Context: an optimization exercise on an open-source flow, tuned for small area, a short achievable clock period and few clock cycles. The choices shown serve that exercise and are no tape-out recipe. RTL that was checked went through simulation tests only; none was proved equivalent to the original. No driver is modelled on the clock port, so clocking that relies on it looks cheaper here than on a real chip. Power is estimated from default activity; no workload was simulated.

## the reference run
==> module top, before the edit <==
module top(
    input clk,
    input rst,
    input [7:0] in_data,
    input in_valid,
    input storage_reset,
    output [11:0] out_data,
    output out_valid,
    output in_rdy,
    output [1:0] err_data,
    output err_valid
);
reg  [7:0]  xq;
reg         vq;
reg  [24:0] S;
reg  [8:0]  Nb;        
reg  [3:0]  st;         
reg         ov, rdy;
reg  [8:0]  Rd;
reg  [12:0] Rsb;       
reg  [11:0] F;
always @(posedge clk)
    xq <= in_data;
wire [24:0] Sn;
sqacc U1(.s(S), .x(vq ? xq : 8'd0), .sn(Sn));
wire [8:0]  Nbn = Nb - {8'd0, vq};
wire idle  = (st == 4'd0);
wire rnd   = (st == 4'd13);
wire start = idle & vq & ~in_valid;
wire [3:0] st_next = idle ? {3'd0, start} : (rnd ? 4'd0 : st + 4'd1);
always @(posedge clk or posedge rst) begin
    if (rst) begin
        vq  <= 1'b0;
        st  <= 4'd0;
        ov  <= 1'b0;
        rdy <= 1'b0;
    end else begin
        vq  <= in_valid;
        st  <= st_next;
        ov  <= rnd;
        rdy <= ~in_valid & (idle ? ~vq : rnd);    
    end
end
always @(posedge clk) begin
    S <= (rst | storage_reset) ? 25'd0 : Sn;
    Nb <= (rst | storage_reset) ? 9'h1ff : Nbn;
end
reg [1:0] yb;
always @(*) begin
    case (st)
        4'd1: yb = S[15:14];
        4'd2: yb = S[13:12];
        4'd3: yb = S[11:10];
        4'd4: yb = S[9:8];
        4'd5: yb = S[7:6];
        4'd6: yb = S[5:4];
        4'd7: yb = S[3:2];
        4'd8: yb = S[1:0];
        default: yb = 2'b00;
    endcase
end
wire [8:0]  rd_out;
wire [12:0] nrs_out;
wire        b;
sqrt U0(
    .rd_in  (Rd),
    .yb     (yb),
    .ndiv   (Nb),
    .zero_q (rnd),
    .nrs_in (Rsb),
    .f_in   (F),
    .rd_out (rd_out),
    .nrs_out(nrs_out),
    .b      (b)
);
always @(posedge clk) begin
    Rd <= idle ? Sn[24:16] : rd_out;
    Rsb <= idle ? 13'h1fff : nrs_out;
    F  <= idle ? 12'd0 : (rnd ? F + {11'd0, b} : {F[10:0], b});
end
assign out_data  = F;
assign out_valid = ov;
assign in_rdy    = rdy;
assign err_data  = 2'b00;
assign err_valid = 1'b0;
endmodule
Settings: LEC_CHECK=0, CAP_MARGIN=20, CORE_MARGIN=2, CORE_UTILIZATION=40, SLEW_MARGIN=20; clock period 100.0 ns.
standard.sh (not shown) runs the stock make flow with config.mk's settings and CLKGATE_MAP_FILE= SYNTH_SCRIPT=/design/flow/synth_recipe.tcl, a recipe that flattens the netlist after the stock synthesis.
==> flow/flow/run.sh <==
#!/bin/bash
# The standard layout (the standard.sh) with these changes:
#  1. after the standard synthesis, flow/fa_polarity.py flips full-adder
#     cells (all inputs and outputs complemented, same function) to remove
#     inverters, and flow/remap.tcl re-maps the remaining combinational
#     logic for area with ABC's area mapper (flip-flops and full adders kept).
#     A netlist is used only if Yosys proves it equivalent to the standard
#     netlist (flow/equiv.ys); otherwise the previous one is kept;
#  2. plain buf_1 cells as the port buffers;
#  3. a one-level clock tree built by flow/clock_tree.tcl before CTS
#     (4 clkbuf_16, each driving a quarter of the flip-flops) instead of
#     TritonCTS's H-tree.
#  4. before CTS, drivers of nets with 12 or more loads get drive strength 4.
# Each tool's output goes to its own log file in this folder.
set -u
export FLOW_CLK_CELL=sky130_fd_sc_hd__clkbuf_16
RES=orfs/results/sky130hd/top/base
bash standard.sh synth > synth.log 2>&1 || exit 1
cp $RES/1_2_yosys.v 1_2_yosys.std.v
use=1_2_yosys.std.v
proven() {  # proven NETLIST LOG
  cp "$1" gate.v
  yosys -l "$2" -q flow/equiv.ys > /dev/null 2>&1 && grep -q "Equivalence successfully proven" "$2"
}
if python3 flow/fa_polarity.py --free-logic 1_2_yosys.std.v 1_2_yosys.fa.v > fa_polarity.log 2>&1 &&
   proven 1_2_yosys.fa.v equiv_fa.log; then
  use=1_2_yosys.fa.v
  if yosys -l remap.log -q -c flow/remap.tcl > /dev/null 2>&1 &&
     proven 1_2_yosys.remap.v equiv_remap.log; then
    use=1_2_yosys.remap.v
  fi
fi
echo "netlist used: $use" > netlist_used.log
if [ "$use" != 1_2_yosys.std.v ]; then
  cp $use $RES/1_2_yosys.v
  rm -f $RES/1_synth.odb $RES/1_synth.sdc
fi
bash standard.sh BUFFER_PORTS_ARGS="-buffer_cell sky130_fd_sc_hd__buf_1" \
  PRE_CTS_TCL="$PWD/flow/clock_tree.tcl" finish > standard.log 2>&1
Other scripts of this flow, unchanged in this note and not shown: flow/flow/clock_tree.tcl, flow/flow/equiv.ys, flow/flow/fa_polarity.py, flow/flow/remap.tcl
#### Input delta (the trial run over the reference run)
--- a/flow/design.v
+++ b/flow/design.v
@@ -76,21 +76,21 @@
 wire [3:0] st_next = idle ? {3'd0, start} : (rnd ? 4'd0 : st + 4'd1);
 always @(posedge clk or posedge rst) begin
     if (rst) begin
         vq  <= 1'b0;
+        S   <= 25'd0;
+        Nb  <= 9'h1ff;
         st  <= 4'd0;
         ov  <= 1'b0;
         rdy <= 1'b0;
     end else begin
         vq  <= in_valid;
+        S   <= storage_reset ? 25'd0 : Sn;
+        Nb  <= storage_reset ? 9'h1ff : Nbn;
         st  <= st_next;
         ov  <= rnd;
         rdy <= ~in_valid & (idle ? ~vq : rnd);    
     end
-end
-always @(posedge clk) begin
-    S <= (rst | storage_reset) ? 25'd0 : Sn;
-    Nb <= (rst | storage_reset) ? 9'h1ff : Nbn;
 end
 reg [1:0] yb;
 always @(*) begin
     case (st)
## What came out
- Relative to the reference run, count of fill cells added during filler insertion has increased by about 9% in the trial run.
- Per the comparison of the trial run with the reference run, number of gates on the worst path with buffers counted dropped 3, number of placement rows climbed 1, number of violations reported at the end of detailed-routing iteration 0 climbed about 35%, met1 routing resource usage after global routing climbed 3.1 points.
- Per the comparison of the trial run with the reference run, maximum frequency from static timing analysis increased 0.99 MHz, clock transition at the register clock pins on the worst setup and hold paths after CTS essentially unchanged.
Testbench counts of the trial run, summed over its fixed seeds: cycles 9,702.
For the reference run, only the layout was checked, not whether the RTL still works.

* * *

Setup of red:
Another version of the RTL of top (not shown whole).
==> module sqrt, before the edit <==
module sqrt(
    input  [8:0]  rd_in,     
    input  [1:0]  yb,        
    input  [8:0]  ndiv,      
    input         zero_q,    
    input  [12:0] nrs_in,    
    input  [11:0] f_in,      
    output [8:0]  rd_out,
    output [12:0] nrs_out,
    output [1:0]  q,         
    output        b          
);
wire [9:0] t1 = {rd_in, yb[1]};
wire [9:0] d1;
wire       q1;
radd #(10) s1(.a(t1), .b({1'b1, ndiv}), .ci(1'b1), .s(d1), .co(q1));
wire [8:0] r1 = q1 ? d1[8:0] : t1[8:0];
wire [9:0] t2 = {r1, yb[0]};
wire [9:0] d2;
wire       q2;
radd #(10) s2(.a(t2), .b({1'b1, ndiv}), .ci(1'b1), .s(d2), .co(q2));
assign rd_out = q2 ? d2[8:0] : t2[8:0];
assign q = {q1, q2};
wire [14:0] nts = {nrs_in, ~(q1 & ~zero_q), ~(q2 & ~zero_q)};
wire [14:0] nds;
wire        lt;
radd #(15) s3(.a(nts), .b({1'b0, f_in, 2'b01}), .ci(1'b0), .s(nds), .co(lt));
assign b = ~lt;
assign nrs_out = lt ? nts[12:0] : nds[12:0];
endmodule
==> module top, before the edit <==
module top(
    input clk,
    input rst,
    input [7:0] in_data,
    input in_valid,
    input storage_reset,
    output [11:0] out_data,
    output out_valid,
    output in_rdy,
    output [1:0] err_data,
    output err_valid
);
reg  [7:0]  xq;
reg         vq;
reg         W;          
reg  [24:0] S;
reg  [8:0]  Nb;        
reg  [3:0]  st;         
reg         ov, rdy;
reg  [8:0]  Rd;
reg  [12:0] Rsb;       
reg  [11:0] F;
always @(posedge clk)
    xq <= (in_valid & ~rst) ? in_data : 8'd0;
wire [24:0] Sn;
sqacc U1(.s(W ? S : 25'd0), .x(xq), .sn(Sn));
wire [8:0]  Nbn = (W ? Nb : 9'h1ff) - {8'd0, vq};
wire idle  = (st == 4'd0);
wire rnd   = (st == 4'd12);
wire start = idle & vq & ~in_valid;
wire [3:0] st_next = idle ? {3'd0, start} : (rnd ? 4'd0 : st + 4'd1);
always @(posedge clk or posedge rst) begin
    if (rst) begin
        vq  <= 1'b0;
        W   <= 1'b0;
        st  <= 4'd0;
        ov  <= 1'b0;
        rdy <= 1'b0;
    end else begin
        vq  <= in_valid;
        W   <= ~storage_reset;
        st  <= st_next;
        ov  <= rnd;
        rdy <= ~in_valid & (idle ? ~vq : rnd);    
    end
end
reg [1:0] yb;
always @(*) begin
    case (st)
        4'd0: yb = Sn[15:14];
        4'd1: yb = S[13:12];
        4'd2: yb = S[11:10];
        4'd3: yb = S[9:8];
        4'd4: yb = S[7:6];
        4'd5: yb = S[5:4];
        4'd6: yb = S[3:2];
        4'd7: yb = S[1:0];
        default: yb = 2'b00;
    endcase
end
wire [8:0]  rd_out;
wire [12:0] nrs_out;
wire [1:0]  q;
wire        b;
sqrt U0(
    .rd_in  (idle ? Sn[24:16] : Rd),
    .yb     (yb),
    .ndiv   (Nbn),       
    .zero_q (rnd),
    .nrs_in (Rsb),
    .f_in   (F),
    .rd_out (rd_out),
    .nrs_out(nrs_out),
    .q      (q),
    .b      (b)
);
wire       b0  = q[1] | q[0];
wire [1:0] rs0 = {q[1] & q[0], q[1] & ~q[0]};    
wire [11:0] fones;
assign fones[0] = 1'b1;
genvar gi;
generate
    for (gi = 1; gi < 12; gi = gi + 1) begin : fo
        assign fones[gi] = fones[gi-1] & F[gi-1];
    end
endgenerate
always @(posedge clk) begin
    S  <= Sn;
    Nb <= Nbn;
    Rd <= rd_out;
    Rsb <= idle ? {11'h7ff, ~rs0} : nrs_out;
    F  <= idle ? {11'd0, b0} : (rnd ? F ^ ({12{b}} & fones) : {F[10:0], b});
end
assign out_data  = F;
assign out_valid = ov;
assign in_rdy    = rdy;
assign err_data  = 2'b00;
assign err_valid = 1'b0;
endmodule
clock: 100.0 ns
lec_check: 0
cap_margin: 20
core_margin: 2
core_utilization: 40
slew_margin: 20
==> flow/flow/run.sh <==
#!/bin/bash
# The standard layout (the standard.sh) with these changes:
#  1. after the standard synthesis, flow/fa_polarity.py flips full-adder
#     cells (all inputs and outputs complemented, same function) to remove
#     inverters, and flow/remap.tcl re-maps the remaining combinational
#     logic for area with ABC's area mapper (flip-flops and full adders kept).
#     A netlist is used only if Yosys proves it equivalent to the standard
#     netlist (flow/equiv.ys); otherwise the previous one is kept;
#  2. plain buf_1 cells as the port buffers;
#  3. a one-level clock tree built by flow/clock_tree.tcl before CTS
#     (3 clkbuf_16, each driving a third of the flip-flops) instead of
#     TritonCTS's H-tree.
# Each tool's output goes to its own log file in this folder.
set -u
export FLOW_CLK_CELL=sky130_fd_sc_hd__clkbuf_16
RES=orfs/results/sky130hd/top/base
bash standard.sh synth > synth.log 2>&1 || exit 1
cp $RES/1_2_yosys.v 1_2_yosys.std.v
use=1_2_yosys.std.v
proven() {  # proven NETLIST LOG
  cp "$1" gate.v
  yosys -l "$2" -q flow/equiv.ys > /dev/null 2>&1 && grep -q "Equivalence successfully proven" "$2"
}
if python3 flow/fa_polarity.py --free-logic 1_2_yosys.std.v 1_2_yosys.fa.v > fa_polarity.log 2>&1 &&
   proven 1_2_yosys.fa.v equiv_fa.log; then
  use=1_2_yosys.fa.v
  if yosys -l remap.log -q -c flow/remap.tcl > /dev/null 2>&1 &&
     proven 1_2_yosys.remap.v equiv_remap.log; then
    use=1_2_yosys.remap.v
  fi
fi
echo "netlist used: $use" > netlist_used.log
if [ "$use" != 1_2_yosys.std.v ]; then
  cp $use $RES/1_2_yosys.v
  rm -f $RES/1_synth.odb $RES/1_synth.sdc
fi
bash standard.sh BUFFER_PORTS_ARGS="-buffer_cell sky130_fd_sc_hd__buf_1" \
  PRE_CTS_TCL="$PWD/flow/clock_tree.tcl" finish > standard.log 2>&1
Other scripts of this flow, unchanged in this note and not shown: flow/flow/clock_tree.tcl, flow/flow/equiv.ys, flow/flow/fa_polarity.py, flow/flow/remap.tcl
Changes in blue relative to red:
-- flow/design.v --
<<< red, line 26
    output [8:0]  rd_out,
    output [12:0] nrs_out,
    output [1:0]  q,         
    output        b          
);
>>> blue, line 26
    output [8:0]  rd_out,
    output [12:0] nrs_out,
    output        b          
);
<<< red, line 39
radd #(10) s2(.a(t2), .b({1'b1, ndiv}), .ci(1'b1), .s(d2), .co(q2));
assign rd_out = q2 ? d2[8:0] : t2[8:0];
assign q = {q1, q2};
wire [14:0] nts = {nrs_in, ~(q1 & ~zero_q), ~(q2 & ~zero_q)};
wire [14:0] nds;
>>> blue, line 38
radd #(10) s2(.a(t2), .b({1'b1, ndiv}), .ci(1'b1), .s(d2), .co(q2));
assign rd_out = q2 ? d2[8:0] : t2[8:0];
wire [14:0] nts = {nrs_in, ~(q1 & ~zero_q), ~(q2 & ~zero_q)};
wire [14:0] nds;
<<< red, line 59
    output err_valid
);
reg  [7:0]  xq;
reg         vq;
reg         W;          
>>> blue, line 57
    output err_valid
);
reg  [7:0]  xq;         
reg         vq;
reg         W;          
<<< red, line 66
reg  [3:0]  st;         
reg         ov, rdy;
reg  [8:0]  Rd;
reg  [12:0] Rsb;       
reg  [11:0] F;
always @(posedge clk)
    xq <= (in_valid & ~rst) ? in_data : 8'd0;
wire [24:0] Sn;
sqacc U1(.s(W ? S : 25'd0), .x(xq), .sn(Sn));
wire [8:0]  Nbn = (W ? Nb : 9'h1ff) - {8'd0, vq};
wire idle  = (st == 4'd0);
wire rnd   = (st == 4'd12);
wire start = idle & vq & ~in_valid;
wire [3:0] st_next = idle ? {3'd0, start} : (rnd ? 4'd0 : st + 4'd1);
>>> blue, line 64
reg  [3:0]  st;         
reg         ov, rdy;
reg         Rd8;        
reg  [12:0] Rsb;       
reg  [11:0] F;
wire [24:0] Sn;
sqacc U1(.s(W ? S : 25'd0), .x(vq ? xq : 8'd0), .sn(Sn));
wire [8:0]  Nbn = (W ? Nb : 9'h1ff) - {8'd0, vq};
wire idle  = (st == 4'd0);
wire rnd   = (st == 4'd13);
wire start = idle & vq & ~in_valid;
wire [3:0] st_next = idle ? {3'd0, start} : (rnd ? 4'd0 : st + 4'd1);
<<< red, line 96
always @(*) begin
    case (st)
        4'd0: yb = Sn[15:14];
        4'd1: yb = S[13:12];
        4'd2: yb = S[11:10];
        4'd3: yb = S[9:8];
        4'd4: yb = S[7:6];
        4'd5: yb = S[5:4];
        4'd6: yb = S[3:2];
        4'd7: yb = S[1:0];
        default: yb = 2'b00;
    endcase
>>> blue, line 92
always @(*) begin
    case (st)
        4'd1: yb = S[15:14];
        4'd2: yb = S[13:12];
        4'd3: yb = S[11:10];
        4'd4: yb = S[9:8];
        4'd5: yb = S[7:6];
        4'd6: yb = S[5:4];
        4'd7: yb = S[3:2];
        4'd8: yb = S[1:0];
        default: yb = 2'b00;
    endcase
<<< red, line 109
wire [8:0]  rd_out;
wire [12:0] nrs_out;
wire [1:0]  q;
wire        b;
sqrt U0(
    .rd_in  (idle ? Sn[24:16] : Rd),
    .yb     (yb),
    .ndiv   (Nbn),       
    .zero_q (rnd),
    .nrs_in (Rsb),
>>> blue, line 105
wire [8:0]  rd_out;
wire [12:0] nrs_out;
wire        b;
sqrt U0(
    .rd_in  ({Rd8, xq}),
    .yb     (yb),
    .ndiv   (Nb),
    .zero_q (rnd),
    .nrs_in (Rsb),
<<< red, line 120
    .rd_out (rd_out),
    .nrs_out(nrs_out),
    .q      (q),
    .b      (b)
);
wire       b0  = q[1] | q[0];
wire [1:0] rs0 = {q[1] & q[0], q[1] & ~q[0]};    
wire [11:0] fones;
assign fones[0] = 1'b1;
genvar gi;
generate
    for (gi = 1; gi < 12; gi = gi + 1) begin : fo
        assign fones[gi] = fones[gi-1] & F[gi-1];
    end
endgenerate
always @(posedge clk) begin
    S  <= Sn;
    Nb <= Nbn;
    Rd <= rd_out;
    Rsb <= idle ? {11'h7ff, ~rs0} : nrs_out;
    F  <= idle ? {11'd0, b0} : (rnd ? F ^ ({12{b}} & fones) : {F[10:0], b});
end
assign out_data  = F;
>>> blue, line 115
    .rd_out (rd_out),
    .nrs_out(nrs_out),
    .b      (b)
);
always @(posedge clk) begin
    S  <= Sn;
    Nb <= Nbn;
    Rd8 <= idle ? Sn[24] : rd_out[8];
    xq  <= in_valid ? in_data : (idle ? Sn[23:16] : rd_out[7:0]);
    Rsb <= idle ? 13'h1fff : nrs_out;
    F  <= idle ? 12'd0 : (rnd ? F + {11'd0, b} : {F[10:0], b});
end
assign out_data  = F;
NOTE: total power in blue exceeds that of red
Going from red to blue, register-to-register slack moved up; synthesis-to-finish area growth grew by 0.41 points.
Looking at internal cell power, blue sits 0.0097 mW above red.
Against red, the final cell area of blue is lower.
Via count (blue vs. red) decreases slightly
Going from red to blue, core occupancy in the finished layout grows by 0.30 points.
In the metrics for blue and red, the one carrying the lower area after detailed placement is blue.
Comparing the two runs side by side, blue comes out behind red on net switching power.
Compared with red, blue shows floorplan row count lower by 2.6%.
red → blue: clock power dropped about 4%, die outline width went down, slack of the critical path went up 0.37 ns.
blue does better than red on hold slack.
Testbench counts of blue, summed over its fixed seeds: cycles 9,702.
No functional check of the RTL was part of red.

[what the ideal ports hide]
Ports are ideal in the flow. The routed layouts listed here were re-timed in OpenROAD. Step 1: set_driving_cell puts a clkbuf_16 on clk and a buf_2 on each other input, an assumption about the parent block. Step 2 moves the port delays by t, midway between the first and last clock arrival at a register: inputs arrive t later, outputs are due t later. That takes back most of the time a late clock gives input paths. Three values: ideal, step 1, step 2; two values: the first two.
run	shift t [ns]	setup slack, ns	worst register clock-pin slew, ns
the reference run	0.231	78.805 / 78.864 / 78.633	0.09 / 0.09
the trial run	0.230	79.242 / 79.162 / 79.261	0.09 / 0.09
red	0.227	78.761 / 78.761 / 78.761	0.11 / 0.11
blue	0.234	79.134 / 79.143 / 78.948	0.11 / 0.11
After both steps every run listed still meets setup and hold. The setup slack of blue, which loses most, moves by +0.009 ns with the drivers and by -0.186 ns with both steps.
